What follows belongs to an exercise in optimizing a design on an open flow for small area, a short achievable clock period and few clock cycles; a production flow would make more cautious choices. In this exercise RTL edits were held to simulation tests only and were not proved equivalent to the original.

### run.sh
#!/bin/bash
# synth_recipe.tcl (not shown) runs the flow's synth.tcl, then flattens the netlist and writes it again
# the make line also repeats each setting of config.mk as NAME=value (left out here)
make -C /OpenROAD-flow-scripts/flow DESIGN_CONFIG=/design/flow/config.mk WORK_HOME=/design/flow/orfs CLKGATE_MAP_FILE= SYNTH_SCRIPT=/design/flow/synth_recipe.tcl finish
### config.mk
export PLATFORM = sky130hd
export DESIGN_NAME = SM_2300_Task6_dijkstra
export DESIGN_NICKNAME = SM_2300_Task6_dijkstra
export VERILOG_FILES = /design/flow/design.v
export SDC_FILE = /design/flow/constraint.sdc
export NUM_CORES = 8
export LEC_CHECK = 0
export ABC_AREA = 1
export CAP_MARGIN = 20
export CORE_MARGIN = 2
export CORE_UTILIZATION = 40
export SLEW_MARGIN = 20
export SYNTH_MEMORY_MAX_BITS = 65536
### constraint.sdc
create_clock -name core_clock -period 80.0 [get_ports {clk_50M}]
set_input_delay 16.0000 -clock core_clock [delete_from_list [all_inputs] [get_ports {clk_50M}]]
set_output_delay 16.0000 -clock core_clock [all_outputs]
set_load 0.01 [all_outputs]
### design.v
module SM_2300_Task6_dijkstra(
  input clk_50M,
  input rst,
  input go,
  input [5:0] src,
  input [5:0] dst,
  input [209:0] weights,
  output ready,
  output reg out_valid,
  output reg [5:0] out_node,
  output reg out_last,
  output reg [10:0] path_cost
);
reg [209:0] wreg;
reg [5:0] srcr, dstr;
reg busy, seed;
reg [7:0] dreg [0:11];
reg [1:0] par [0:11];
assign ready = ~busy;
function [8:0] relax;
  input [7:0] a;
  input [7:0] d;
  input [5:0] w;
  reg [8:0] s;
  reg c, b, wi;
  integer i;
  begin
    c = 1'b0;
    for (i = 0; i < 8; i = i + 1) begin
      wi = (i < 6) ? w[i] : 1'b0;
      s[i] = a[i] ^ wi ^ c;
      c = (a[i] & wi) | (a[i] & c) | (wi & c);
    end
    s[8] = c;
    b = 1'b0;
    for (i = 0; i < 8; i = i + 1)
      b = (~s[i] & d[i]) | (~s[i] & b) | (d[i] & b);
    b = b & ~s[8];
    relax = {b, b ? s[7:0] : d};
  end
endfunction
wire [5:0] sw0 = {1'b0, wreg[4:0]};
wire [5:0] sw1 = {1'b0, wreg[99:95]};
wire [5:0] sw2 = {1'b0, wreg[184:180]};
wire [5:0] sw3 = wreg[54:50] + wreg[49:45];
wire [5:0] sw4 = {1'b0, wreg[64:60]};
wire [5:0] sw5 = wreg[194:190] + wreg[189:185];
wire [5:0] sw6 = wreg[204:200] + wreg[164:160];
wire [5:0] sw7 = {1'b0, wreg[69:65]};
wire [5:0] sw8 = wreg[79:75] + wreg[89:85];
wire [5:0] sw9 = wreg[124:120] + wreg[154:150];
wire [5:0] sw10 = wreg[129:125] + wreg[139:135];
wire [5:0] sw11 = wreg[119:115] + wreg[109:105];
wire [5:0] sw12 = {1'b0, wreg[144:140]};
wire [5:0] sw13 = {1'b0, wreg[159:155]};
wire [5:0] sw14 = {1'b0, wreg[94:90]};
wire [5:0] sw15 = wreg[169:165] + wreg[179:175];
wire [5:0] sw16 = wreg[19:15] + wreg[34:30];
wire xd0 = (dstr == 6'd0);
wire ys0 = (srcr == 6'd0);
wire xd1 = (dstr == 6'd1) | (dstr == 6'd2) | (dstr == 6'd3);
wire ys1 = (srcr == 6'd1) | (srcr == 6'd2) | (srcr == 6'd3);
wire xd4 = (dstr == 6'd4) | (dstr == 6'd5) | (dstr == 6'd6);
wire ys4 = (srcr == 6'd4) | (srcr == 6'd5) | (srcr == 6'd6);
wire xd7 = (dstr == 6'd7) | (dstr == 6'd8) | (dstr == 6'd9);
wire ys7 = (srcr == 6'd7) | (srcr == 6'd8) | (srcr == 6'd9);
wire xd11 = (dstr == 6'd11) | (dstr == 6'd10);
wire ys11 = (srcr == 6'd11) | (srcr == 6'd10);
wire xd12 = (dstr == 6'd12);
wire ys12 = (srcr == 6'd12);
wire xd13 = (dstr == 6'd13) | (dstr == 6'd28);
wire ys13 = (srcr == 6'd13) | (srcr == 6'd28);
wire xd14 = (dstr == 6'd14);
wire ys14 = (srcr == 6'd14);
wire xd15 = (dstr == 6'd15) | (dstr == 6'd20);
wire ys15 = (srcr == 6'd15) | (srcr == 6'd20);
wire xd16 = (dstr == 6'd16);
wire ys16 = (srcr == 6'd16);
wire xd17 = (dstr == 6'd17);
wire ys17 = (srcr == 6'd17);
wire xd18 = (dstr == 6'd18) | (dstr == 6'd19);
wire ys18 = (srcr == 6'd18) | (srcr == 6'd19);
wire xd21 = (dstr == 6'd21) | (dstr == 6'd22);
wire ys21 = (srcr == 6'd21) | (srcr == 6'd22);
wire xd23 = (dstr == 6'd23) | (dstr == 6'd24);
wire ys23 = (srcr == 6'd23) | (srcr == 6'd24);
wire xd25 = (dstr == 6'd25);
wire ys25 = (srcr == 6'd25);
wire xd26 = (dstr == 6'd26) | (dstr == 6'd27);
wire ys26 = (srcr == 6'd26) | (srcr == 6'd27);
wire xd29 = (dstr == 6'd29);
wire ys29 = (srcr == 6'd29);
wire xd30 = (dstr == 6'd30) | (dstr == 6'd31);
wire ys30 = (srcr == 6'd30) | (srcr == 6'd31);
wire xd32 = (dstr == 6'd32) | (dstr == 6'd33);
wire ys32 = (srcr == 6'd32) | (srcr == 6'd33);
wire xd35 = (dstr == 6'd35) | (dstr == 6'd34);
wire ys35 = (srcr == 6'd35) | (srcr == 6'd34);
wire xd36 = (dstr == 6'd36);
wire ys36 = (srcr == 6'd36);
wire same_core = (xd0 & ys0) | (xd1 & ys1) | (xd4 & ys4) | (xd7 & ys7) | (xd11 & ys11) | (xd12 & ys12) | (xd13 & ys13) | (xd14 & ys14) | (xd15 & ys15) | (xd16 & ys16) | (xd17 & ys17) | (xd18 & ys18) | (xd21 & ys21) | (xd23 & ys23) | (xd25 & ys25) | (xd26 & ys26) | (xd29 & ys29) | (xd30 & ys30) | (xd32 & ys32) | (xd35 & ys35) | (xd36 & ys36);
reg [4:0] offd, offs;
always @(*) begin
  offd = 5'd0;
  offs = 5'd0;
  case (dstr)
    6'd2: offd = wreg[9:5];
    6'd3: offd = wreg[14:10];
    6'd5: offd = wreg[24:20];
    6'd6: offd = wreg[29:25];
    6'd8: offd = wreg[39:35];
    6'd9: offd = wreg[44:40];
    6'd10: offd = wreg[59:55];
    6'd19: offd = wreg[149:145];
    6'd20: offd = wreg[134:130];
    6'd22: offd = wreg[114:110];
    6'd24: offd = wreg[104:100];
    6'd27: offd = wreg[84:80];
    6'd28: offd = wreg[74:70];
    6'd31: offd = wreg[209:205];
    6'd33: offd = wreg[174:170];
    6'd34: offd = wreg[199:195];
    default: ;
  endcase
  case (srcr)
    6'd2: offs = wreg[9:5];
    6'd3: offs = wreg[14:10];
    6'd5: offs = wreg[24:20];
    6'd6: offs = wreg[29:25];
    6'd8: offs = wreg[39:35];
    6'd9: offs = wreg[44:40];
    6'd10: offs = wreg[59:55];
    6'd19: offs = wreg[149:145];
    6'd20: offs = wreg[134:130];
    6'd22: offs = wreg[114:110];
    6'd24: offs = wreg[104:100];
    6'd27: offs = wreg[84:80];
    6'd28: offs = wreg[74:70];
    6'd31: offs = wreg[209:205];
    6'd33: offs = wreg[174:170];
    6'd34: offs = wreg[199:195];
    default: ;
  endcase
end
wire [7:0] init0 = xd0 ? 8'd0 : 8'hff;
wire [1:0] ipar0 = 2'd0;
wire [7:0] init1 = xd12 ? 8'd0 : xd30 ? {3'b000, wreg[204:200]} : xd35 ? {3'b000, wreg[194:190]} : xd11 ? {3'b000, wreg[54:50]} : 8'hff;
wire [1:0] ipar1 = xd30 ? 2'd3 : xd35 ? 2'd2 : xd11 ? 2'd0 : 2'd0;
wire [7:0] init2 = xd13 ? 8'd0 : xd26 ? {3'b000, wreg[79:75]} : 8'hff;
wire [1:0] ipar2 = xd26 ? 2'd2 : 2'd0;
wire [7:0] init3 = xd14 ? 8'd0 : xd15 ? {3'b000, wreg[129:125]} : xd18 ? {3'b000, wreg[124:120]} : 8'hff;
wire [1:0] ipar3 = xd15 ? 2'd2 : xd18 ? 2'd1 : 2'd0;
wire [7:0] init4 = xd16 ? 8'd0 : xd21 ? {3'b000, wreg[119:115]} : xd15 ? {3'b000, wreg[139:135]} : 8'hff;
wire [1:0] ipar4 = xd21 ? 2'd1 : xd15 ? 2'd0 : 2'd0;
wire [7:0] init5 = xd17 ? 8'd0 : xd18 ? {3'b000, wreg[154:150]} : 8'hff;
wire [1:0] ipar5 = xd18 ? 2'd0 : 2'd0;
wire [7:0] init6 = xd25 ? 8'd0 : xd26 ? {3'b000, wreg[89:85]} : 8'hff;
wire [1:0] ipar6 = xd26 ? 2'd1 : 2'd0;
wire [7:0] init7 = xd29 ? 8'd0 : xd32 ? {3'b000, wreg[169:165]} : xd30 ? {3'b000, wreg[164:160]} : 8'hff;
wire [1:0] ipar7 = xd32 ? 2'd2 : xd30 ? 2'd0 : 2'd0;
wire [7:0] init8 = xd36 ? 8'd0 : xd32 ? {3'b000, wreg[179:175]} : xd35 ? {3'b000, wreg[189:185]} : 8'hff;
wire [1:0] ipar8 = xd32 ? 2'd2 : xd35 ? 2'd1 : 2'd0;
wire [7:0] init9 = xd1 ? 8'd0 : xd4 ? {3'b000, wreg[19:15]} : 8'hff;
wire [1:0] ipar9 = xd4 ? 2'd1 : 2'd0;
wire [7:0] init10 = xd7 ? 8'd0 : xd4 ? {3'b000, wreg[34:30]} : xd11 ? {3'b000, wreg[49:45]} : 8'hff;
wire [1:0] ipar10 = xd4 ? 2'd1 : xd11 ? 2'd0 : 2'd0;
wire [7:0] init11 = xd23 ? 8'd0 : xd21 ? {3'b000, wreg[109:105]} : 8'hff;
wire [1:0] ipar11 = xd21 ? 2'd0 : 2'd0;
wire [7:0] d0_0 = seed ? init0 : dreg[0];
wire [1:0] p0_0 = seed ? ipar0 : par[0];
wire [7:0] d1_0 = seed ? init1 : dreg[1];
wire [1:0] p1_0 = seed ? ipar1 : par[1];
wire [7:0] d2_0 = seed ? init2 : dreg[2];
wire [1:0] p2_0 = seed ? ipar2 : par[2];
wire [7:0] d3_0 = seed ? init3 : dreg[3];
wire [1:0] p3_0 = seed ? ipar3 : par[3];
wire [7:0] d4_0 = seed ? init4 : dreg[4];
wire [1:0] p4_0 = seed ? ipar4 : par[4];
wire [7:0] d5_0 = seed ? init5 : dreg[5];
wire [1:0] p5_0 = seed ? ipar5 : par[5];
wire [7:0] d6_0 = seed ? init6 : dreg[6];
wire [1:0] p6_0 = seed ? ipar6 : par[6];
wire [7:0] d7_0 = seed ? init7 : dreg[7];
wire [1:0] p7_0 = seed ? ipar7 : par[7];
wire [7:0] d8_0 = seed ? init8 : dreg[8];
wire [1:0] p8_0 = seed ? ipar8 : par[8];
wire [7:0] d9_0 = seed ? init9 : dreg[9];
wire [1:0] p9_0 = seed ? ipar9 : par[9];
wire [7:0] d10_0 = seed ? init10 : dreg[10];
wire [1:0] p10_0 = seed ? ipar10 : par[10];
wire [7:0] d11_0 = seed ? init11 : dreg[11];
wire [1:0] p11_0 = seed ? ipar11 : par[11];
wire [8:0] r1_b = relax(d0_0, d6_0, sw1);
wire [8:0] r1_a = relax(d6_0, d0_0, sw1);
wire u1_b = r1_b[8];
wire u1_a = r1_a[8];
wire [7:0] d0_1 = r1_a[7:0];
wire [7:0] d6_1 = r1_b[7:0];
wire [1:0] p0_1 = u1_a ? 2'd1 : p0_0;
wire [1:0] p6_1 = u1_b ? 2'd0 : p6_0;
wire [8:0] r3_b = relax(d1_0, d10_0, sw3);
wire [8:0] r3_a = relax(d10_0, d1_0, sw3);
wire u3_b = r3_b[8];
wire u3_a = r3_a[8];
wire [7:0] d1_1 = r3_a[7:0];
wire [7:0] d10_1 = r3_b[7:0];
wire [1:0] p1_1 = u3_a ? 2'd0 : p1_0;
wire [1:0] p10_1 = u3_b ? 2'd0 : p10_0;
wire [8:0] r7_b = relax(d2_0, d3_0, sw7);
wire [8:0] r7_a = relax(d3_0, d2_0, sw7);
wire u7_b = r7_b[8];
wire u7_a = r7_a[8];
wire [7:0] d2_1 = r7_a[7:0];
wire [7:0] d3_1 = r7_b[7:0];
wire [1:0] p2_1 = u7_a ? 2'd1 : p2_0;
wire [1:0] p3_1 = u7_b ? 2'd0 : p3_0;
wire [8:0] r12_b = relax(d4_0, d5_0, sw12);
wire [8:0] r12_a = relax(d5_0, d4_0, sw12);
wire u12_b = r12_b[8];
wire u12_a = r12_a[8];
wire [7:0] d4_1 = r12_a[7:0];
wire [7:0] d5_1 = r12_b[7:0];
wire [1:0] p4_1 = u12_a ? 2'd2 : p4_0;
wire [1:0] p5_1 = u12_b ? 2'd1 : p5_0;
wire [8:0] r2_b = relax(d0_1, d8_0, sw2);
wire [8:0] r2_a = relax(d8_0, d0_1, sw2);
wire u2_b = r2_b[8];
wire u2_a = r2_a[8];
wire [7:0] d0_2 = r2_a[7:0];
wire [7:0] d8_1 = r2_b[7:0];
wire [1:0] p0_2 = u2_a ? 2'd2 : p0_1;
wire [1:0] p8_1 = u2_b ? 2'd0 : p8_0;
wire [8:0] r6_b = relax(d1_1, d7_0, sw6);
wire [8:0] r6_a = relax(d7_0, d1_1, sw6);
wire u6_b = r6_b[8];
wire u6_a = r6_a[8];
wire [7:0] d1_2 = r6_a[7:0];
wire [7:0] d7_1 = r6_b[7:0];
wire [1:0] p1_2 = u6_a ? 2'd3 : p1_1;
wire [1:0] p7_1 = u6_b ? 2'd0 : p7_0;
wire [8:0] r8_b = relax(d2_1, d6_1, sw8);
wire [8:0] r8_a = relax(d6_1, d2_1, sw8);
wire u8_b = r8_b[8];
wire u8_a = r8_a[8];
wire [7:0] d2_2 = r8_a[7:0];
wire [7:0] d6_2 = r8_b[7:0];
wire [1:0] p2_2 = u8_a ? 2'd2 : p2_1;
wire [1:0] p6_2 = u8_b ? 2'd1 : p6_1;
wire [8:0] r9_b = relax(d3_1, d5_1, sw9);
wire [8:0] r9_a = relax(d5_1, d3_1, sw9);
wire u9_b = r9_b[8];
wire u9_a = r9_a[8];
wire [7:0] d3_2 = r9_a[7:0];
wire [7:0] d5_2 = r9_b[7:0];
wire [1:0] p3_2 = u9_a ? 2'd1 : p3_1;
wire [1:0] p5_2 = u9_b ? 2'd0 : p5_1;
wire [8:0] r16_b = relax(d9_0, d10_1, sw16);
wire [8:0] r16_a = relax(d10_1, d9_0, sw16);
wire u16_b = r16_b[8];
wire u16_a = r16_a[8];
wire [7:0] d9_1 = r16_a[7:0];
wire [7:0] d10_2 = r16_b[7:0];
wire [1:0] p9_1 = u16_a ? 2'd1 : p9_0;
wire [1:0] p10_2 = u16_b ? 2'd1 : p10_1;
wire [8:0] r0_b = relax(d0_2, d9_1, sw0);
wire [8:0] r0_a = relax(d9_1, d0_2, sw0);
wire u0_b = r0_b[8];
wire u0_a = r0_a[8];
wire [7:0] d0_3 = r0_a[7:0];
wire [7:0] d9_2 = r0_b[7:0];
wire [1:0] p0_3 = u0_a ? 2'd0 : p0_2;
wire [1:0] p9_2 = u0_b ? 2'd0 : p9_1;
wire [8:0] r4_b = relax(d1_2, d2_2, sw4);
wire [8:0] r4_a = relax(d2_2, d1_2, sw4);
wire u4_b = r4_b[8];
wire u4_a = r4_a[8];
wire [7:0] d1_3 = r4_a[7:0];
wire [7:0] d2_3 = r4_b[7:0];
wire [1:0] p1_3 = u4_a ? 2'd1 : p1_2;
wire [1:0] p2_3 = u4_b ? 2'd0 : p2_2;
wire [8:0] r11_b = relax(d4_1, d11_0, sw11);
wire [8:0] r11_a = relax(d11_0, d4_1, sw11);
wire u11_b = r11_b[8];
wire u11_a = r11_a[8];
wire [7:0] d4_2 = r11_a[7:0];
wire [7:0] d11_1 = r11_b[7:0];
wire [1:0] p4_2 = u11_a ? 2'd1 : p4_1;
wire [1:0] p11_1 = u11_b ? 2'd0 : p11_0;
wire [8:0] r15_b = relax(d7_1, d8_1, sw15);
wire [8:0] r15_a = relax(d8_1, d7_1, sw15);
wire u15_b = r15_b[8];
wire u15_a = r15_a[8];
wire [7:0] d7_2 = r15_a[7:0];
wire [7:0] d8_2 = r15_b[7:0];
wire [1:0] p7_2 = u15_a ? 2'd2 : p7_1;
wire [1:0] p8_2 = u15_b ? 2'd2 : p8_1;
wire [8:0] r5_b = relax(d1_3, d8_2, sw5);
wire [8:0] r5_a = relax(d8_2, d1_3, sw5);
wire u5_b = r5_b[8];
wire u5_a = r5_a[8];
wire [7:0] d1_4 = r5_a[7:0];
wire [7:0] d8_3 = r5_b[7:0];
wire [1:0] p1_4 = u5_a ? 2'd2 : p1_3;
wire [1:0] p8_3 = u5_b ? 2'd1 : p8_2;
wire [8:0] r10_b = relax(d3_2, d4_2, sw10);
wire [8:0] r10_a = relax(d4_2, d3_2, sw10);
wire u10_b = r10_b[8];
wire u10_a = r10_a[8];
wire [7:0] d3_3 = r10_a[7:0];
wire [7:0] d4_3 = r10_b[7:0];
wire [1:0] p3_3 = u10_a ? 2'd2 : p3_2;
wire [1:0] p4_3 = u10_b ? 2'd0 : p4_2;
wire [8:0] r13_b = relax(d5_2, d7_2, sw13);
wire [8:0] r13_a = relax(d7_2, d5_2, sw13);
wire u13_b = r13_b[8];
wire u13_a = r13_a[8];
wire [7:0] d5_3 = r13_a[7:0];
wire [7:0] d7_3 = r13_b[7:0];
wire [1:0] p5_3 = u13_a ? 2'd2 : p5_2;
wire [1:0] p7_3 = u13_b ? 2'd1 : p7_2;
wire [8:0] r14_b = relax(d6_2, d11_1, sw14);
wire [8:0] r14_a = relax(d11_1, d6_2, sw14);
wire u14_b = r14_b[8];
wire u14_a = r14_a[8];
wire [7:0] d6_3 = r14_a[7:0];
wire [7:0] d11_2 = r14_b[7:0];
wire [1:0] p6_3 = u14_a ? 2'd2 : p6_2;
wire [1:0] p11_2 = u14_b ? 2'd1 : p11_1;
wire [7:0] dn0 = d0_3;
wire [1:0] pn0 = p0_3;
wire ch0 = u1_a | u2_a | u0_a;
wire [7:0] dn1 = d1_4;
wire [1:0] pn1 = p1_4;
wire ch1 = u3_a | u6_a | u4_a | u5_a;
wire [7:0] dn2 = d2_3;
wire [1:0] pn2 = p2_3;
wire ch2 = u7_a | u8_a | u4_b;
wire [7:0] dn3 = d3_3;
wire [1:0] pn3 = p3_3;
wire ch3 = u7_b | u9_a | u10_a;
wire [7:0] dn4 = d4_3;
wire [1:0] pn4 = p4_3;
wire ch4 = u12_a | u11_a | u10_b;
wire [7:0] dn5 = d5_3;
wire [1:0] pn5 = p5_3;
wire ch5 = u12_b | u9_b | u13_a;
wire [7:0] dn6 = d6_3;
wire [1:0] pn6 = p6_3;
wire ch6 = u1_b | u8_b | u14_a;
wire [7:0] dn7 = d7_3;
wire [1:0] pn7 = p7_3;
wire ch7 = u6_b | u15_a | u13_b;
wire [7:0] dn8 = d8_3;
wire [1:0] pn8 = p8_3;
wire ch8 = u2_b | u15_b | u5_b;
wire [7:0] dn9 = d9_2;
wire [1:0] pn9 = p9_2;
wire ch9 = u16_a | u0_b;
wire [7:0] dn10 = d10_2;
wire [1:0] pn10 = p10_2;
wire ch10 = u3_b | u16_b;
wire [7:0] dn11 = d11_2;
wire [1:0] pn11 = p11_2;
wire ch11 = u11_b | u14_b;
reg [7:0] dl, dr;      
reg [4:0] wl, wr;      
reg yreal;
always @(*) begin
  dl = 8'hff; dr = 8'hff; wl = 5'd0; wr = 5'd0; yreal = 1'b0;
  if (ys0) begin dl = d0_0; yreal = 1'b1; end
  if (ys12) begin dl = d1_0; yreal = 1'b1; end
  if (ys13) begin dl = d2_0; yreal = 1'b1; end
  if (ys14) begin dl = d3_0; yreal = 1'b1; end
  if (ys16) begin dl = d4_0; yreal = 1'b1; end
  if (ys17) begin dl = d5_0; yreal = 1'b1; end
  if (ys25) begin dl = d6_0; yreal = 1'b1; end
  if (ys29) begin dl = d7_0; yreal = 1'b1; end
  if (ys36) begin dl = d8_0; yreal = 1'b1; end
  if (ys1) begin dl = d9_0; yreal = 1'b1; end
  if (ys7) begin dl = d10_0; yreal = 1'b1; end
  if (ys23) begin dl = d11_0; yreal = 1'b1; end
  if (ys11) begin dl = d1_0; dr = d10_0; wl = wreg[54:50]; wr = wreg[49:45]; end
  if (ys35) begin dl = d1_0; dr = d8_0; wl = wreg[194:190]; wr = wreg[189:185]; end
  if (ys30) begin dl = d1_0; dr = d7_0; wl = wreg[204:200]; wr = wreg[164:160]; end
  if (ys26) begin dl = d2_0; dr = d6_0; wl = wreg[79:75]; wr = wreg[89:85]; end
  if (ys18) begin dl = d3_0; dr = d5_0; wl = wreg[124:120]; wr = wreg[154:150]; end
  if (ys15) begin dl = d3_0; dr = d4_0; wl = wreg[129:125]; wr = wreg[139:135]; end
  if (ys21) begin dl = d4_0; dr = d11_0; wl = wreg[119:115]; wr = wreg[109:105]; end
  if (ys32) begin dl = d7_0; dr = d8_0; wl = wreg[169:165]; wr = wreg[179:175]; end
  if (ys4) begin dl = d9_0; dr = d10_0; wl = wreg[19:15]; wr = wreg[34:30]; end
end
wire [8:0] cl = {1'b0, dl} + {4'd0, wl};
wire [8:0] cr = {1'b0, dr} + {4'd0, wr};
wire ydir = ~yreal & (cr < cl);           
wire [8:0] cy = same_core ? 9'd0 : ydir ? cr : cl;
wire blocked = (ch0 & ({1'b0, dn0} < cy)) | (ch1 & ({1'b0, dn1} < cy)) | (ch2 & ({1'b0, dn2} < cy)) | (ch3 & ({1'b0, dn3} < cy)) | (ch4 & ({1'b0, dn4} < cy)) | (ch5 & ({1'b0, dn5} < cy)) | (ch6 & ({1'b0, dn6} < cy)) | (ch7 & ({1'b0, dn7} < cy)) | (ch8 & ({1'b0, dn8} < cy)) | (ch9 & ({1'b0, dn9} < cy)) | (ch10 & ({1'b0, dn10} < cy)) | (ch11 & ({1'b0, dn11} < cy));
wire found = busy & ~blocked;
reg wact;            
reg wself;           
reg wdir;            
reg pend;            
reg [5:0] wcur, wdst, wxd;
reg [1:0] opar [0:11];
wire dir_now = pend ? ydir : wdir;
reg [5:0] nxt;
reg ndir;
always @(*) begin
  nxt = wcur;
  ndir = dir_now;
  if (!wself) begin
    if (wcur == wxd) nxt = wdst;
    else case (wcur)
      6'd0: case (opar[0]) 2'd0: nxt = 6'd1; 2'd1: nxt = 6'd25; 2'd2: nxt = 6'd36; default: ; endcase
      6'd12: case (opar[1]) 2'd0: begin nxt = 6'd11; ndir = 1'b1; end 2'd1: nxt = 6'd13; 2'd2: begin nxt = 6'd35; ndir = 1'b1; end 2'd3: begin nxt = 6'd30; ndir = 1'b1; end endcase
      6'd13: case (opar[2]) 2'd0: nxt = 6'd12; 2'd1: nxt = 6'd14; 2'd2: begin nxt = 6'd26; ndir = 1'b1; end default: ; endcase
      6'd14: case (opar[3]) 2'd0: nxt = 6'd13; 2'd1: begin nxt = 6'd18; ndir = 1'b1; end 2'd2: begin nxt = 6'd15; ndir = 1'b1; end default: ; endcase
      6'd16: case (opar[4]) 2'd0: begin nxt = 6'd15; ndir = 1'b0; end 2'd1: begin nxt = 6'd21; ndir = 1'b1; end 2'd2: nxt = 6'd17; default: ; endcase
      6'd17: case (opar[5]) 2'd0: begin nxt = 6'd18; ndir = 1'b0; end 2'd1: nxt = 6'd16; 2'd2: nxt = 6'd29; default: ; endcase
      6'd25: case (opar[6]) 2'd0: nxt = 6'd0; 2'd1: begin nxt = 6'd26; ndir = 1'b0; end 2'd2: nxt = 6'd23; default: ; endcase
      6'd29: case (opar[7]) 2'd0: begin nxt = 6'd30; ndir = 1'b0; end 2'd1: nxt = 6'd17; 2'd2: begin nxt = 6'd32; ndir = 1'b1; end default: ; endcase
      6'd36: case (opar[8]) 2'd0: nxt = 6'd0; 2'd1: begin nxt = 6'd35; ndir = 1'b0; end 2'd2: begin nxt = 6'd32; ndir = 1'b0; end default: ; endcase
      6'd1: case (opar[9]) 2'd0: nxt = 6'd0; 2'd1: begin nxt = 6'd4; ndir = 1'b1; end default: ; endcase
      6'd7: case (opar[10]) 2'd0: begin nxt = 6'd11; ndir = 1'b0; end 2'd1: begin nxt = 6'd4; ndir = 1'b0; end default: ; endcase
      6'd23: case (opar[11]) 2'd0: begin nxt = 6'd21; ndir = 1'b0; end 2'd1: nxt = 6'd25; default: ; endcase
      6'd11: nxt = dir_now ? 6'd7 : 6'd12;
      6'd35: nxt = dir_now ? 6'd36 : 6'd12;
      6'd30: nxt = dir_now ? 6'd29 : 6'd12;
      6'd26: nxt = dir_now ? 6'd25 : 6'd13;
      6'd18: nxt = dir_now ? 6'd17 : 6'd14;
      6'd15: nxt = dir_now ? 6'd16 : 6'd14;
      6'd21: nxt = dir_now ? 6'd23 : 6'd16;
      6'd32: nxt = dir_now ? 6'd36 : 6'd29;
      6'd4: nxt = dir_now ? 6'd7 : 6'd1;
      default: ;
    endcase
  end
end
wire nlast = (nxt == wdst);
wire wfree = ~wact | nlast;
wire handover = found & wfree;
reg [5:0] ysn;
always @(*) begin
  ysn = 6'd0;
  if (ys0) ysn = 6'd0;
  if (ys1) ysn = 6'd1;
  if (ys4) ysn = 6'd4;
  if (ys7) ysn = 6'd7;
  if (ys11) ysn = 6'd11;
  if (ys12) ysn = 6'd12;
  if (ys13) ysn = 6'd13;
  if (ys14) ysn = 6'd14;
  if (ys15) ysn = 6'd15;
  if (ys16) ysn = 6'd16;
  if (ys17) ysn = 6'd17;
  if (ys18) ysn = 6'd18;
  if (ys21) ysn = 6'd21;
  if (ys23) ysn = 6'd23;
  if (ys25) ysn = 6'd25;
  if (ys26) ysn = 6'd26;
  if (ys29) ysn = 6'd29;
  if (ys30) ysn = 6'd30;
  if (ys32) ysn = 6'd32;
  if (ys35) ysn = 6'd35;
  if (ys36) ysn = 6'd36;
end
reg [5:0] xdn;
always @(*) begin
  xdn = 6'd0;
  if (xd0) xdn = 6'd0;
  if (xd1) xdn = 6'd1;
  if (xd4) xdn = 6'd4;
  if (xd7) xdn = 6'd7;
  if (xd11) xdn = 6'd11;
  if (xd12) xdn = 6'd12;
  if (xd13) xdn = 6'd13;
  if (xd14) xdn = 6'd14;
  if (xd15) xdn = 6'd15;
  if (xd16) xdn = 6'd16;
  if (xd17) xdn = 6'd17;
  if (xd18) xdn = 6'd18;
  if (xd21) xdn = 6'd21;
  if (xd23) xdn = 6'd23;
  if (xd25) xdn = 6'd25;
  if (xd26) xdn = 6'd26;
  if (xd29) xdn = 6'd29;
  if (xd30) xdn = 6'd30;
  if (xd32) xdn = 6'd32;
  if (xd35) xdn = 6'd35;
  if (xd36) xdn = 6'd36;
end
always @(posedge clk_50M) begin
  if (~busy) begin
    wreg <= weights;
    srcr <= src;
    dstr <= dst;
  end
  seed <= 1'b0;
  dreg[0] <= dn0; par[0] <= pn0;
  dreg[1] <= dn1; par[1] <= pn1;
  dreg[2] <= dn2; par[2] <= pn2;
  dreg[3] <= dn3; par[3] <= pn3;
  dreg[4] <= dn4; par[4] <= pn4;
  dreg[5] <= dn5; par[5] <= pn5;
  dreg[6] <= dn6; par[6] <= pn6;
  dreg[7] <= dn7; par[7] <= pn7;
  dreg[8] <= dn8; par[8] <= pn8;
  dreg[9] <= dn9; par[9] <= pn9;
  dreg[10] <= dn10; par[10] <= pn10;
  dreg[11] <= dn11; par[11] <= pn11;
  out_valid <= 1'b0;
  out_last <= 1'b0;
  if (wact) begin
    out_valid <= 1'b1;
    out_node <= nxt;
    out_last <= nlast;
    wcur <= nxt;
    wdir <= ndir;
    wself <= 1'b0;
    wact <= ~nlast;
  end
  if (pend)
    path_cost <= (srcr == dstr) ? 11'd0 : {2'b00, cy} + {6'd0, offs} + {6'd0, offd};
  pend <= 1'b0;
  if (handover) begin
    opar[0] <= pn0;
    opar[1] <= pn1;
    opar[2] <= pn2;
    opar[3] <= pn3;
    opar[4] <= pn4;
    opar[5] <= pn5;
    opar[6] <= pn6;
    opar[7] <= pn7;
    opar[8] <= pn8;
    opar[9] <= pn9;
    opar[10] <= pn10;
    opar[11] <= pn11;
    wself <= (srcr == dstr) | (ysn != srcr);
    wcur <= (srcr == dstr) ? dstr : ysn;
    wdst <= dstr;
    wxd <= xdn;
    wact <= 1'b1;
    pend <= 1'b1;
    busy <= 1'b0;
  end
  if (~busy & go) begin
    busy <= 1'b1;
    seed <= 1'b1;
  end
  if (rst) begin
    busy <= 1'b0;
    seed <= 1'b0;
    wact <= 1'b0;
    pend <= 1'b0;
    out_valid <= 1'b0;
    out_last <= 1'b0;
  end
end
endmodule
==> out/results.txt, run 1 <==
max-slew violations = 0
Async SR Flop Fraction = 0%
via count of the first global-routing pass = 33,800
Clock Sink Count = 408
design area = 42,300 um^2
minimum clock period = 19.18 ns
critical path's largest stage delay = 0.61 ns
worst slew pin tran = 1.16 ns
First DRT Iteration DRCs = 4,198
max frequency = 52.1 MHz
Final nets = 5,767
DRT antenna net count = 0
Post-CTS Setup Bufs = 0
CP max FO = 38
status = timing/DRC/antenna clean
sequential share of the synthesized area = 30.0%
TritonCTS clock tree = built
GRT Total Usage = 34.5%
port bufs = 243
EDFF count, synth = 282
Cells after Synth = 4,832
worst hold-check path type = flop to flop
synth top area cells = edfxtp_1 (23%), nand2_1 (12%), ha_1 (9.8%)
clock tree buffer depth = 3
Die Width = 307 um
initial antenna violation count = 5
final hold violations = 0
P&R area growth vs syn = 15.2%
DR WL/cell = 26.1 um
main flop type after synthesis = edfxtp_1
Vias = 35,600
first-pass GRT wire length = 235,000 um
arrival time worst endpoint = 19.44 ns
grt total ovfl = 0
Seq cells post-synth = 408
Synth top area share = 23.1%
largest net degree at the start of global routing = 70
Reg clk slew, reported paths = 0.07 ns
most frequent cells in the layout = nand2_1 (1,124), inv_1 (876), ha_1 (287)
full die area = 94,100 um^2
slowest stage cell on the critical path = inv_2
slew margin rel. = 22.7%
commonest non-fill, non-tap cell in the layout = nand2_1
placed cell area = 40,500 um^2
TritonCTS buffer count = 51
worst r2r src = seed
total number of H-tree levels = 2
Die H = 307 um
syn avg cell area = 7.59 um^2
Initial Util = 40.2%
DRT Pass-1 Iters = 8
critical path class = flop to flop
vias per inst = 5.63
Critical Path Start Type = flop
IO Pins = 245
Setup-failing EPs final = 0
Rows = 111
clock root cell = clkbuf_16
post-synthesis cell type count = 71
post-CTS sizing = 0
Post-Route Setup TNS = 0 ns
Synth warnings = 4
Tcrit/Tclk final = 24.0%
largest area contributor in the netlist = edfxtp_1
routed wire length = 165,000 um
share of layout cells above drive strength 1 = 6.28%
placer congestion estimate = 1.04
WP data required = 80.26 ns
Clk Latency, worst-skew pair = 0.68 ns
DRC = 0
core area = 91,200 um^2
Worst R2R End = opar[5][0]
CP startpoint = seed
Reg2Reg Depth = 86
max-cap viol count = 0
Max Clock Skew = 0.0636 ns
Mapped Area = 36,700 um^2
dpl hpwl = 138,000 um
Worst Setup EP = opar[5][0]
CTS hold repair buffers = 0
unrepaired setup endpoints after global routing = no
critical path capture point type = flop
## registers in the layout (all words and copies together) (netlist names), 6 cells and up
signal     cells
opar          24
path_cost     10
wcur           6
par           24
srcr           6
wreg         210
wdst           6
wxd            6
dstr           6
out_node       6
dreg          96
## layout make-up
cell class                 instances  area (um^2)
tap                             1186         1480
sequential                       408        11000
clock buffer                      73         1430
multi-input combinational       3390        21700
inverter                         945         3560
antenna                            1         2.50
timing repair buffer             291         2790
fill                            9276        49000
clock inverter                    23          295
## cells by family after synthesis
logic type | share of synthesized area (%)
simple gates | 22.0
xor+xnor | 1.00
other cells | 0.0102
flops | 30.0
compound gates | 17.1
fa+ha+maj | 19.0
buf+inv | 11.0
## synth_stat cells (5+ instances only)
cell / instances
nand2_1: 1125
inv_1: 877
ha_1: 287
o21ai_0: 284
edfxtp_1: 282
nor2_1: 274
nand3_1: 253
a21oi_1: 211
fa_1: 168
dfxtp_1: 126
o22ai_1: 115
o21ai_1: 88
o221ai_1: 60
inv_2: 51
clkbuf_1: 47
a221oi_1: 45
nand4_1: 43
o211ai_1: 43
nor3_1: 40
nand2_2: 37
o21ai_2: 29
or2_2: 26
xor2_1: 23
xnor2_1: 19
a2111oi_0: 17
nand3b_1: 17
o2111ai_1: 17
buf_4: 16
clkinv_1: 16
o21a_1: 16
a31oi_1: 15
buf_2: 15
nor4_1: 14
a211oi_1: 12
buf_6: 10
o21bai_1: 10
and2_1: 9
a22oi_1: 8
or2_1: 8
a22o_1: 7
nor2_4: 7
nand3_2: 6
nand2_4: 5
## per-stage QoR
step / hold slack, ns / utilization [%] / setup slack [ns] / std cells
after floorplan: 0.411 / - / 59.34 / 4833
after CTS: 0.446 / 46.3 / 61.06 / 6316
final: 0.448 / 46.3 / 60.82 / 6317
after detailed placement: 0.438 / 44.4 / 61.16 / 6220
after global placement: 0.433 / 44.4 / 61.51 / 6220
after global routing: 0.483 / 46.3 / 59.59 / 6316
## worst min path at each step
stage,start,end,slack [ns],cells after the start
6_report,par[11][1],par[11][1],0.45,2
5_1_grt,par[11][1],par[11][1],0.48,2
4_1_cts,par[11][1],par[11][1],0.45,2
3_5_place_dp,par[11][1],par[11][1],0.44,2
3_3_place_gp,par[11][1],par[11][1],0.43,2
2_1_floorplan,par[9][1],par[9][1],0.41,2
## metal layers
layer | global-route usage, % | part of all wire [%] | routed length (um) | vias to the layer above
met5 | 0 | 0.015 | 24 | -
met1 | 48.2 | 43 | 71600 | 16900
li1 | - | - | - | 16600
met2 | 52.6 | 43 | 70900 | 1650
met4 | 16.7 | 5.5 | 9030 | 4
met3 | 4.91 | 8.1 | 13400 | 327
## worst max-delay path, delay by kind of cell, from the launching register on
family          cells  cell delay, ns
fa+ha+maj          30            9.50
simple gates       24            3.48
buf+inv            22            3.47
compound gates     10            1.88
flops               1            0.32
Testbench counts, summed over its fixed seeds: cycles 970.
==> run 2: changes to the inputs <==
--- a/design.v
+++ b/design.v
@@ -39,6 +39,46 @@
     relax = {b, b ? s[7:0] : d};
   end
 endfunction
+function [9:0] relax2;
+  input [7:0] a1;
+  input [5:0] w1;
+  input [7:0] a2;
+  input [5:0] w2;
+  input [7:0] d;
+  reg [8:0] s1, s2;
+  reg c, b1, b2, le, wi, sel1, sel2;
+  integer i;
+  begin
+    c = 1'b0;
+    for (i = 0; i < 8; i = i + 1) begin
+      wi = (i < 6) ? w1[i] : 1'b0;
+      s1[i] = a1[i] ^ wi ^ c;
+      c = (a1[i] & wi) | (a1[i] & c) | (wi & c);
+    end
+    s1[8] = c;
+    c = 1'b0;
+    for (i = 0; i < 8; i = i + 1) begin
+      wi = (i < 6) ? w2[i] : 1'b0;
+      s2[i] = a2[i] ^ wi ^ c;
+      c = (a2[i] & wi) | (a2[i] & c) | (wi & c);
+    end
+    s2[8] = c;
+    b1 = 1'b0;
+    b2 = 1'b0;
+    le = 1'b1;
+    for (i = 0; i < 8; i = i + 1) begin
+      b1 = (~s1[i] & d[i]) | (~s1[i] & b1) | (d[i] & b1);
+      b2 = (~s2[i] & d[i]) | (~s2[i] & b2) | (d[i] & b2);
+      le = (~s1[i] & s2[i]) | (~s1[i] & le) | (s2[i] & le);
+    end
+    b1 = b1 & ~s1[8];
+    b2 = b2 & ~s2[8];
+    le = (~s1[8] & s2[8]) | (~s1[8] & le) | (s2[8] & le);
+    sel1 = b1 & le;
+    sel2 = b2 & ~le;
+    relax2 = {sel1, sel2, sel1 ? s1[7:0] : sel2 ? s2[7:0] : d};
+  end
+endfunction
 wire [5:0] sw0 = {1'b0, wreg[4:0]};
 wire [5:0] sw1 = {1'b0, wreg[99:95]};
 wire [5:0] sw2 = {1'b0, wreg[184:180]};
@@ -190,178 +230,173 @@
 wire [1:0] p10_0 = seed ? ipar10 : par[10];
 wire [7:0] d11_0 = seed ? init11 : dreg[11];
 wire [1:0] p11_0 = seed ? ipar11 : par[11];
-wire [8:0] r1_b = relax(d0_0, d6_0, sw1);
-wire [8:0] r1_a = relax(d6_0, d0_0, sw1);
-wire u1_b = r1_b[8];
-wire u1_a = r1_a[8];
-wire [7:0] d0_1 = r1_a[7:0];
-wire [7:0] d6_1 = r1_b[7:0];
-wire [1:0] p0_1 = u1_a ? 2'd1 : p0_0;
-wire [1:0] p6_1 = u1_b ? 2'd0 : p6_0;
-wire [8:0] r3_b = relax(d1_0, d10_0, sw3);
-wire [8:0] r3_a = relax(d10_0, d1_0, sw3);
-wire u3_b = r3_b[8];
-wire u3_a = r3_a[8];
-wire [7:0] d1_1 = r3_a[7:0];
-wire [7:0] d10_1 = r3_b[7:0];
-wire [1:0] p1_1 = u3_a ? 2'd0 : p1_0;
-wire [1:0] p10_1 = u3_b ? 2'd0 : p10_0;
-wire [8:0] r7_b = relax(d2_0, d3_0, sw7);
-wire [8:0] r7_a = relax(d3_0, d2_0, sw7);
-wire u7_b = r7_b[8];
-wire u7_a = r7_a[8];
-wire [7:0] d2_1 = r7_a[7:0];
-wire [7:0] d3_1 = r7_b[7:0];
-wire [1:0] p2_1 = u7_a ? 2'd1 : p2_0;
-wire [1:0] p3_1 = u7_b ? 2'd0 : p3_0;
-wire [8:0] r12_b = relax(d4_0, d5_0, sw12);
-wire [8:0] r12_a = relax(d5_0, d4_0, sw12);
-wire u12_b = r12_b[8];
-wire u12_a = r12_a[8];
-wire [7:0] d4_1 = r12_a[7:0];
-wire [7:0] d5_1 = r12_b[7:0];
-wire [1:0] p4_1 = u12_a ? 2'd2 : p4_0;
-wire [1:0] p5_1 = u12_b ? 2'd1 : p5_0;
-wire [8:0] r2_b = relax(d0_1, d8_0, sw2);
-wire [8:0] r2_a = relax(d8_0, d0_1, sw2);
-wire u2_b = r2_b[8];
-wire u2_a = r2_a[8];
-wire [7:0] d0_2 = r2_a[7:0];
-wire [7:0] d8_1 = r2_b[7:0];
-wire [1:0] p0_2 = u2_a ? 2'd2 : p0_1;
-wire [1:0] p8_1 = u2_b ? 2'd0 : p8_0;
-wire [8:0] r6_b = relax(d1_1, d7_0, sw6);
-wire [8:0] r6_a = relax(d7_0, d1_1, sw6);
-wire u6_b = r6_b[8];
-wire u6_a = r6_a[8];
-wire [7:0] d1_2 = r6_a[7:0];
-wire [7:0] d7_1 = r6_b[7:0];
-wire [1:0] p1_2 = u6_a ? 2'd3 : p1_1;
-wire [1:0] p7_1 = u6_b ? 2'd0 : p7_0;
-wire [8:0] r8_b = relax(d2_1, d6_1, sw8);
-wire [8:0] r8_a = relax(d6_1, d2_1, sw8);
-wire u8_b = r8_b[8];
-wire u8_a = r8_a[8];
-wire [7:0] d2_2 = r8_a[7:0];
-wire [7:0] d6_2 = r8_b[7:0];
-wire [1:0] p2_2 = u8_a ? 2'd2 : p2_1;
-wire [1:0] p6_2 = u8_b ? 2'd1 : p6_1;
-wire [8:0] r9_b = relax(d3_1, d5_1, sw9);
-wire [8:0] r9_a = relax(d5_1, d3_1, sw9);
-wire u9_b = r9_b[8];
-wire u9_a = r9_a[8];
-wire [7:0] d3_2 = r9_a[7:0];
-wire [7:0] d5_2 = r9_b[7:0];
-wire [1:0] p3_2 = u9_a ? 2'd1 : p3_1;
-wire [1:0] p5_2 = u9_b ? 2'd0 : p5_1;
-wire [8:0] r16_b = relax(d9_0, d10_1, sw16);
-wire [8:0] r16_a = relax(d10_1, d9_0, sw16);
-wire u16_b = r16_b[8];
-wire u16_a = r16_a[8];
-wire [7:0] d9_1 = r16_a[7:0];
-wire [7:0] d10_2 = r16_b[7:0];
-wire [1:0] p9_1 = u16_a ? 2'd1 : p9_0;
-wire [1:0] p10_2 = u16_b ? 2'd1 : p10_1;
-wire [8:0] r0_b = relax(d0_2, d9_1, sw0);
-wire [8:0] r0_a = relax(d9_1, d0_2, sw0);
-wire u0_b = r0_b[8];
-wire u0_a = r0_a[8];
-wire [7:0] d0_3 = r0_a[7:0];
-wire [7:0] d9_2 = r0_b[7:0];
-wire [1:0] p0_3 = u0_a ? 2'd0 : p0_2;
-wire [1:0] p9_2 = u0_b ? 2'd0 : p9_1;
-wire [8:0] r4_b = relax(d1_2, d2_2, sw4);
-wire [8:0] r4_a = relax(d2_2, d1_2, sw4);
-wire u4_b = r4_b[8];
-wire u4_a = r4_a[8];
-wire [7:0] d1_3 = r4_a[7:0];
-wire [7:0] d2_3 = r4_b[7:0];
-wire [1:0] p1_3 = u4_a ? 2'd1 : p1_2;
-wire [1:0] p2_3 = u4_b ? 2'd0 : p2_2;
-wire [8:0] r11_b = relax(d4_1, d11_0, sw11);
-wire [8:0] r11_a = relax(d11_0, d4_1, sw11);
-wire u11_b = r11_b[8];
-wire u11_a = r11_a[8];
-wire [7:0] d4_2 = r11_a[7:0];
-wire [7:0] d11_1 = r11_b[7:0];
-wire [1:0] p4_2 = u11_a ? 2'd1 : p4_1;
-wire [1:0] p11_1 = u11_b ? 2'd0 : p11_0;
-wire [8:0] r15_b = relax(d7_1, d8_1, sw15);
-wire [8:0] r15_a = relax(d8_1, d7_1, sw15);
-wire u15_b = r15_b[8];
-wire u15_a = r15_a[8];
-wire [7:0] d7_2 = r15_a[7:0];
-wire [7:0] d8_2 = r15_b[7:0];
-wire [1:0] p7_2 = u15_a ? 2'd2 : p7_1;
-wire [1:0] p8_2 = u15_b ? 2'd2 : p8_1;
-wire [8:0] r5_b = relax(d1_3, d8_2, sw5);
-wire [8:0] r5_a = relax(d8_2, d1_3, sw5);
-wire u5_b = r5_b[8];
-wire u5_a = r5_a[8];
-wire [7:0] d1_4 = r5_a[7:0];
-wire [7:0] d8_3 = r5_b[7:0];
-wire [1:0] p1_4 = u5_a ? 2'd2 : p1_3;
-wire [1:0] p8_3 = u5_b ? 2'd1 : p8_2;
-wire [8:0] r10_b = relax(d3_2, d4_2, sw10);
-wire [8:0] r10_a = relax(d4_2, d3_2, sw10);
-wire u10_b = r10_b[8];
-wire u10_a = r10_a[8];
-wire [7:0] d3_3 = r10_a[7:0];
-wire [7:0] d4_3 = r10_b[7:0];
-wire [1:0] p3_3 = u10_a ? 2'd2 : p3_2;
-wire [1:0] p4_3 = u10_b ? 2'd0 : p4_2;
-wire [8:0] r13_b = relax(d5_2, d7_2, sw13);
-wire [8:0] r13_a = relax(d7_2, d5_2, sw13);
-wire u13_b = r13_b[8];
-wire u13_a = r13_a[8];
-wire [7:0] d5_3 = r13_a[7:0];
-wire [7:0] d7_3 = r13_b[7:0];
-wire [1:0] p5_3 = u13_a ? 2'd2 : p5_2;
-wire [1:0] p7_3 = u13_b ? 2'd1 : p7_2;
-wire [8:0] r14_b = relax(d6_2, d11_1, sw14);
-wire [8:0] r14_a = relax(d11_1, d6_2, sw14);
-wire u14_b = r14_b[8];
-wire u14_a = r14_a[8];
-wire [7:0] d6_3 = r14_a[7:0];
-wire [7:0] d11_2 = r14_b[7:0];
-wire [1:0] p6_3 = u14_a ? 2'd2 : p6_2;
-wire [1:0] p11_2 = u14_b ? 2'd1 : p11_1;
+wire [8:0] r0_0 = relax(d9_0, d0_0, sw0);
+wire u0_0 = r0_0[8];
+wire [7:0] d0_1 = r0_0[7:0];
+wire [1:0] p0_1 = u0_0 ? 2'd0 : p0_0;
+wire [8:0] r0_1 = relax(d0_0, d9_0, sw0);
+wire u0_1 = r0_1[8];
+wire [7:0] d9_1 = r0_1[7:0];
+wire [1:0] p9_1 = u0_1 ? 2'd0 : p9_0;
+wire [8:0] r3_12 = relax(d10_0, d1_0, sw3);
+wire u3_12 = r3_12[8];
+wire [7:0] d1_1 = r3_12[7:0];
+wire [1:0] p1_1 = u3_12 ? 2'd0 : p1_0;
+wire [8:0] r3_7 = relax(d1_0, d10_0, sw3);
+wire u3_7 = r3_7[8];
+wire [7:0] d10_1 = r3_7[7:0];
+wire [1:0] p10_1 = u3_7 ? 2'd0 : p10_0;
+wire [8:0] r8_13 = relax(d6_0, d2_0, sw8);
+wire u8_13 = r8_13[8];
+wire [7:0] d2_1 = r8_13[7:0];
+wire [1:0] p2_1 = u8_13 ? 2'd2 : p2_0;
+wire [8:0] r8_25 = relax(d2_0, d6_0, sw8);
+wire u8_25 = r8_25[8];
+wire [7:0] d6_1 = r8_25[7:0];
+wire [1:0] p6_1 = u8_25 ? 2'd1 : p6_0;
+wire [8:0] r9_14 = relax(d5_0, d3_0, sw9);
+wire u9_14 = r9_14[8];
+wire [7:0] d3_1 = r9_14[7:0];
+wire [1:0] p3_1 = u9_14 ? 2'd1 : p3_0;
+wire [8:0] r9_17 = relax(d3_0, d5_0, sw9);
+wire u9_17 = r9_17[8];
+wire [7:0] d5_1 = r9_17[7:0];
+wire [1:0] p5_1 = u9_17 ? 2'd0 : p5_0;
+wire [8:0] r11_16 = relax(d11_0, d4_0, sw11);
+wire u11_16 = r11_16[8];
+wire [7:0] d4_1 = r11_16[7:0];
+wire [1:0] p4_1 = u11_16 ? 2'd1 : p4_0;
+wire [8:0] r11_23 = relax(d4_0, d11_0, sw11);
+wire u11_23 = r11_23[8];
+wire [7:0] d11_1 = r11_23[7:0];
+wire [1:0] p11_1 = u11_23 ? 2'd0 : p11_0;
+wire [8:0] r15_29 = relax(d8_0, d7_0, sw15);
+wire u15_29 = r15_29[8];
+wire [7:0] d7_1 = r15_29[7:0];
+wire [1:0] p7_1 = u15_29 ? 2'd2 : p7_0;
+wire [8:0] r15_36 = relax(d7_0, d8_0, sw15);
+wire u15_36 = r15_36[8];
+wire [7:0] d8_1 = r15_36[7:0];
+wire [1:0] p8_1 = u15_36 ? 2'd2 : p8_0;
+wire [8:0] r2_0 = relax(d8_1, d0_1, sw2);
+wire u2_0 = r2_0[8];
+wire [7:0] d0_2 = r2_0[7:0];
+wire [1:0] p0_2 = u2_0 ? 2'd2 : p0_1;
+wire [8:0] r2_36 = relax(d0_1, d8_1, sw2);
+wire u2_36 = r2_36[8];
+wire [7:0] d8_2 = r2_36[7:0];
+wire [1:0] p8_2 = u2_36 ? 2'd0 : p8_1;
+wire [8:0] r4_12 = relax(d2_1, d1_1, sw4);
+wire u4_12 = r4_12[8];
+wire [7:0] d1_2 = r4_12[7:0];
+wire [1:0] p1_2 = u4_12 ? 2'd1 : p1_1;
+wire [8:0] r4_13 = relax(d1_1, d2_1, sw4);
+wire u4_13 = r4_13[8];
+wire [7:0] d2_2 = r4_13[7:0];
+wire [1:0] p2_2 = u4_13 ? 2'd0 : p2_1;
+wire [8:0] r10_14 = relax(d4_1, d3_1, sw10);
+wire u10_14 = r10_14[8];
+wire [7:0] d3_2 = r10_14[7:0];
+wire [1:0] p3_2 = u10_14 ? 2'd2 : p3_1;
+wire [8:0] r10_16 = relax(d3_1, d4_1, sw10);
+wire u10_16 = r10_16[8];
+wire [7:0] d4_2 = r10_16[7:0];
+wire [1:0] p4_2 = u10_16 ? 2'd0 : p4_1;
+wire [8:0] r13_17 = relax(d7_1, d5_1, sw13);
+wire u13_17 = r13_17[8];
+wire [7:0] d5_2 = r13_17[7:0];
+wire [1:0] p5_2 = u13_17 ? 2'd2 : p5_1;
+wire [8:0] r13_29 = relax(d5_1, d7_1, sw13);
+wire u13_29 = r13_29[8];
+wire [7:0] d7_2 = r13_29[7:0];
+wire [1:0] p7_2 = u13_29 ? 2'd1 : p7_1;
+wire [8:0] r14_25 = relax(d11_1, d6_1, sw14);
+wire u14_25 = r14_25[8];
+wire [7:0] d6_2 = r14_25[7:0];
+wire [1:0] p6_2 = u14_25 ? 2'd2 : p6_1;
+wire [8:0] r14_23 = relax(d6_1, d11_1, sw14);
+wire u14_23 = r14_23[8];
+wire [7:0] d11_2 = r14_23[7:0];
+wire [1:0] p11_2 = u14_23 ? 2'd1 : p11_1;
+wire [8:0] r1_0 = relax(d6_2, d0_2, sw1);
+wire u1_0 = r1_0[8];
+wire [7:0] d0_3 = r1_0[7:0];
+wire [1:0] p0_3 = u1_0 ? 2'd1 : p0_2;
+wire [8:0] r1_25 = relax(d0_2, d6_2, sw1);
+wire u1_25 = r1_25[8];
+wire [7:0] d6_3 = r1_25[7:0];
+wire [1:0] p6_3 = u1_25 ? 2'd0 : p6_2;
+wire [9:0] q12 = relax2(d8_2, sw5, d7_2, sw6, d1_2);
+wire [7:0] d1_3 = q12[7:0];
+wire [1:0] p1_3 = q12[9] ? 2'd2 : q12[8] ? 2'd3 : p1_2;
+wire [8:0] r5_36 = relax(d1_2, d8_2, sw5);
+wire u5_36 = r5_36[8];
+wire [7:0] d8_3 = r5_36[7:0];
+wire [1:0] p8_3 = u5_36 ? 2'd1 : p8_2;
+wire [8:0] r6_29 = relax(d1_2, d7_2, sw6);
+wire u6_29 = r6_29[8];
+wire [7:0] d7_3 = r6_29[7:0];
+wire [1:0] p7_3 = u6_29 ? 2'd0 : p7_2;
+wire [8:0] r7_13 = relax(d3_2, d2_2, sw7);
+wire u7_13 = r7_13[8];
+wire [7:0] d2_3 = r7_13[7:0];
+wire [1:0] p2_3 = u7_13 ? 2'd1 : p2_2;
+wire [8:0] r7_14 = relax(d2_2, d3_2, sw7);
+wire u7_14 = r7_14[8];
+wire [7:0] d3_3 = r7_14[7:0];
+wire [1:0] p3_3 = u7_14 ? 2'd0 : p3_2;
+wire [8:0] r12_16 = relax(d5_2, d4_2, sw12);
+wire u12_16 = r12_16[8];
+wire [7:0] d4_3 = r12_16[7:0];
+wire [1:0] p4_3 = u12_16 ? 2'd2 : p4_2;
+wire [8:0] r12_17 = relax(d4_2, d5_2, sw12);
+wire u12_17 = r12_17[8];
+wire [7:0] d5_3 = r12_17[7:0];
+wire [1:0] p5_3 = u12_17 ? 2'd1 : p5_2;
+wire [8:0] r16_1 = relax(d10_1, d9_1, sw16);
+wire u16_1 = r16_1[8];
+wire [7:0] d9_2 = r16_1[7:0];
+wire [1:0] p9_2 = u16_1 ? 2'd1 : p9_1;
+wire [8:0] r16_7 = relax(d9_1, d10_1, sw16);
+wire u16_7 = r16_7[8];
+wire [7:0] d10_2 = r16_7[7:0];
+wire [1:0] p10_2 = u16_7 ? 2'd1 : p10_1;
 wire [7:0] dn0 = d0_3;
 wire [1:0] pn0 = p0_3;
-wire ch0 = u1_a | u2_a | u0_a;
-wire [7:0] dn1 = d1_4;
-wire [1:0] pn1 = p1_4;
-wire ch1 = u3_a | u6_a | u4_a | u5_a;
+wire ch0 = u0_0 | u2_0 | u1_0;
+wire [7:0] dn1 = d1_3;
+wire [1:0] pn1 = p1_3;
+wire ch1 = u3_12 | u4_12 | q12[9] | q12[8];
 wire [7:0] dn2 = d2_3;
 wire [1:0] pn2 = p2_3;
-wire ch2 = u7_a | u8_a | u4_b;
+wire ch2 = u8_13 | u4_13 | u7_13;
 wire [7:0] dn3 = d3_3;
 wire [1:0] pn3 = p3_3;
-wire ch3 = u7_b | u9_a | u10_a;
+wire ch3 = u9_14 | u10_14 | u7_14;
 wire [7:0] dn4 = d4_3;
 wire [1:0] pn4 = p4_3;
-wire ch4 = u12_a | u11_a | u10_b;
+wire ch4 = u11_16 | u10_16 | u12_16;
 wire [7:0] dn5 = d5_3;
 wire [1:0] pn5 = p5_3;
-wire ch5 = u12_b | u9_b | u13_a;
+wire ch5 = u9_17 | u13_17 | u12_17;
 wire [7:0] dn6 = d6_3;
 wire [1:0] pn6 = p6_3;
-wire ch6 = u1_b | u8_b | u14_a;
+wire ch6 = u8_25 | u14_25 | u1_25;
 wire [7:0] dn7 = d7_3;
 wire [1:0] pn7 = p7_3;
-wire ch7 = u6_b | u15_a | u13_b;
+wire ch7 = u15_29 | u13_29 | u6_29;
 wire [7:0] dn8 = d8_3;
 wire [1:0] pn8 = p8_3;
-wire ch8 = u2_b | u15_b | u5_b;
+wire ch8 = u15_36 | u2_36 | u5_36;
 wire [7:0] dn9 = d9_2;
 wire [1:0] pn9 = p9_2;
-wire ch9 = u16_a | u0_b;
+wire ch9 = u0_1 | u16_1;
 wire [7:0] dn10 = d10_2;
 wire [1:0] pn10 = p10_2;
-wire ch10 = u3_b | u16_b;
+wire ch10 = u3_7 | u16_7;
 wire [7:0] dn11 = d11_2;
 wire [1:0] pn11 = p11_2;
-wire ch11 = u11_b | u14_b;
+wire ch11 = u11_23 | u14_23;
 reg [7:0] dl, dr;      
 reg [4:0] wl, wr;      
 reg yreal;
==> out/results.txt, run 2 <==
status = timing/DRC/antenna clean (unchanged)
DRT antenna net count = 0 (unchanged)
Post-Route Setup TNS = 0 ns (unchanged)
CTS hold repair buffers = 0 (unchanged)
Biggest register = wreg (unchanged)
arrival time worst endpoint = 2.27 ns (was 19.44 ns)
critical path class = flop to output pin (was flop to flop)
Rows = 112 (was 111)
Clk Latency, worst-skew pair = 0.70 ns (was 0.68 ns)
synth top area cells = edfxtp_1 (23%), nand2_1 (12%), ha_1 (9.6%) (was edfxtp_1 (23%), nand2_1 (12%), ha_1 (9.8%))
post-CTS sizing = 0 (unchanged)
grt total ovfl = 0 (unchanged)
minimum clock period = 18.27 ns (was 19.18 ns)
Synth warnings = 4 (unchanged)
Die H = 309 um (was 307 um)
Initial Util = 40.2% (about the same)
initial antenna violation count = 4 (was 5)
Post-synth top cells = nand2_1 (1,225), inv_1 (931), nand3_1 (289) (was nand2_1 (1,125), inv_1 (877), ha_1 (287))
core area = 92,900 um^2 (was 91,200 um^2)
CP max FO = 95 (was 38)
via count of the first global-routing pass = 33,700 (was 33,800)
syn avg cell area = 7.45 um^2 (was 7.59 um^2)
filler instances = 9,431 (was 9,276)
DRC = 0 (unchanged)
largest net degree at the start of global routing = 131 (was 70)
critical path's largest stage delay = 0.66 ns (was 0.61 ns)
EDFF count, synth = 282 (unchanged)
post-layout util = 46.2% (was 46.3%)
commonest non-fill, non-tap cell in the layout = nand2_1 (unchanged)
TritonCTS buffer count = 51 (unchanged)
First DRT Iteration DRCs = 4,881 (was 4,198)
total number of H-tree levels = 2 (unchanged)
worst slew pin tran = 1.20 ns (was 1.16 ns)
slew margin rel. = 19.1% (was 22.7%)
most frequent cells in the layout = nand2_1 (1,223), inv_1 (930), nand3_1 (289) (was nand2_1 (1,124), inv_1 (876), ha_1 (287))
CP startpoint = busy (was seed)
WP data required = 64.00 ns (was 80.26 ns)
Final nets = 5,937 (was 5,767)
Reg clk slew, reported paths = 0.06 ns (was 0.07 ns)
Cells after Synth = 5,008 (was 4,832)
unrepaired setup endpoints after global routing = no (unchanged)
full die area = 95,800 um^2 (was 94,100 um^2)
Async SR Flop Fraction = 0% (unchanged)
DR WL/cell = 25.2 um (was 26.1 um)
top-count cell post-synth = nand2_1 (unchanged)
Max Clock Skew = 0.0566 ns (was 0.0636 ns)
placer congestion estimate = 1.06 (was 1.04)
port bufs = 243 (unchanged)
DRT Pass-1 Iters = 8 (unchanged)
vias per inst = 5.60 (was 5.63)
first-pass GRT wire length = 233,000 um (was 235,000 um)
Synth top area share = 22.7% (was 23.1%)
Post-CTS Setup Bufs = 0 (unchanged)
largest area contributor in the netlist = edfxtp_1 (unchanged)
routed wire length = 165,000 um (about the same)
area of the multi-input gates = 22,200 um^2 (was 21,700 um^2)
main flop type after synthesis = edfxtp_1 (unchanged)
Setup-failing EPs final = 0 (unchanged)
dpl hpwl = 137,000 um (was 138,000 um)
slowest stage cell on the critical path = clkdlybuf4s50_1 (was inv_2)
max-slew violations = 0 (unchanged)
post-synthesis cell type count = 66 (was 71)
Seq cells post-synth = 408 (unchanged)
Reg area = 11,000 um^2 (unchanged)
Clock Sink Count = 408 (unchanged)
cell family with most CP delay = buffers and inverters (was adder cells)
Vias = 36,700 (was 35,600)
clock tree buffer depth = 3 (unchanged)
buffers and inverters on the worst path = 2 (was 22)
sequential share of the synthesized area = 29.5% (was 30.0%)
share of layout cells above drive strength 1 = 6.68% (was 6.28%)
worst r2r src = dstr[1] (was seed)
max FFs per register = 210 (unchanged)
IO Pins = 245 (unchanged)
max-cap viol count = 0 (unchanged)
critical path capture point type = output pin (was flop)
worst hold-check path type = flop to flop (unchanged)
Die Width = 309 um (was 307 um)
GRT Total Usage = 33.9% (was 34.5%)
Tcrit/Tclk final = 22.8% (was 24.0%)
max frequency = 54.7 MHz (was 52.1 MHz)
Mapped Area = 37,300 um^2 (was 36,700 um^2)
Critical Path Start Type = flop (unchanged)
final hold violations = 0 (unchanged)
HP Start = par[11][1] (unchanged)
largest registers = wreg (210), dreg (96) (unchanged)
P&R area growth vs syn = 15.1% (was 15.2%)
TritonCTS clock tree = built (unchanged)
crit-path cells = inv_8 > clkdlybuf4s50_1
clock root cell = clkbuf_16 (unchanged)
-- run 2: cell count changes after synthesis, moves of 9 or more --
cell / delta
o21a_1: -13
nand2_1: +100
inv_1: +54
o22ai_1: -11
xor2_1: +9
a21oi_1: +28
o211ai_1: -12
nand2_2: +13
nor2_1: -9
a2111oi_0: -11
nand3_1: +36
clkinv_1: -13
a21oi_2: +12
o221ai_1: -33
-- run 2: worst reg2reg max path, delay by kind of cell, from the launching register on --
family,cells,cell delay (ns)
AO/OA/AOI/OAI,8,1.48
adder cells (fa/ha/maj),25,8.62
buffers and inverters,9,1.45
flip-flops,1,0.63
AND/OR/NAND/NOR,23,4.08
-- run 2: area by class of cell --
type                       instances  area share (%)
timing repair buffer             285            6.43
inverter                         983            8.64
multi-input combinational       3529            51.6
sequential                       408            25.6
tap                             1254            3.65
antenna                            1         0.00583
clock inverter                    32           0.915
clock buffer                      64            3.13
-- run 2: path summary, 6_finish.rpt --
check	to	slack, ns	cells after the start
setup / recovery	ready	61.73	2
hold / removal	par[11][1]	0.44	2
setup reg to reg	opar[7][1]	63.33	65
hold reg to reg	par[11][1]	0.44	2
-- run 2: through the flow --
step	hold WS [ns]	setup WS [ns]	instances	cell area, um^2
floorplan	0.411	59.34	5009	37300
global placement	0.431	62.42	6459	41200
detailed placement	0.430	62.40	6459	41200
CTS	0.443	61.67	6555	42900
global route	0.468	61.60	6555	42900
finish	0.440	61.73	6556	42900
-- run 2: logic make-up (layout without fill, tap and decap cells) --
family | count (synthesis) | count (layout) | share of synthesized area, %
other | 1 | 3 | 0.0100
XOR/XNOR | 46 | 46 | 1.08
AO/OA/AOI/OAI | 983 | 983 | 15.9
buffers and inverters | 1072 | 1364 | 11.3
flip-flops | 408 | 408 | 29.5
adder cells (fa/ha/maj) | 455 | 455 | 18.6
AND/OR/NAND/NOR | 2043 | 2043 | 23.7
-- run 2: layer usage --
metal | routed length (um) | part of all wire, % | vias up | track usage, %
met5 | 37 | 0.022 | - | 0
met4 | 9020 | 5.5 | 6 | 16.4
met3 | 16200 | 9.8 | 346 | 6.24
met2 | 69800 | 42 | 1947 | 50.6
met1 | 70000 | 42 | 17400 | 47.1
li1 | - | - | 17100 | -
Testbench counts of run 2, summed over its fixed seeds: cycles 970.

## port drivers added, routing unchanged
In the flow no input, the clock included, has a driving cell. The finished layouts below were timed again as built, in two steps.
Step 1 assumes that a clkbuf_16 drives the clock port and a buf_2 every other input.
Step 2, shift: input delay + t, output delay - t, t = (earliest + latest rising clock arrival at the registers) / 2. This alone moves slack from input paths to output paths.
Three values: ideal ports, drivers, drivers and shift; two values: the first two.
run | t, ns | setup WS [ns] | latest minus earliest clock arrival (ns) | worst register clock-pin slew, ns | pins driven straight from the clock port
run 1 | 0.727 | 60.822 / 60.822 / 60.822 | 0.064 / 0.064 | 0.07 / 0.07 | 1
run 2 | 0.750 | 61.730 / 61.651 / 62.401 | 0.057 / 0.057 | 0.07 / 0.07 | 1
After both steps setup and hold are still met in every run listed.
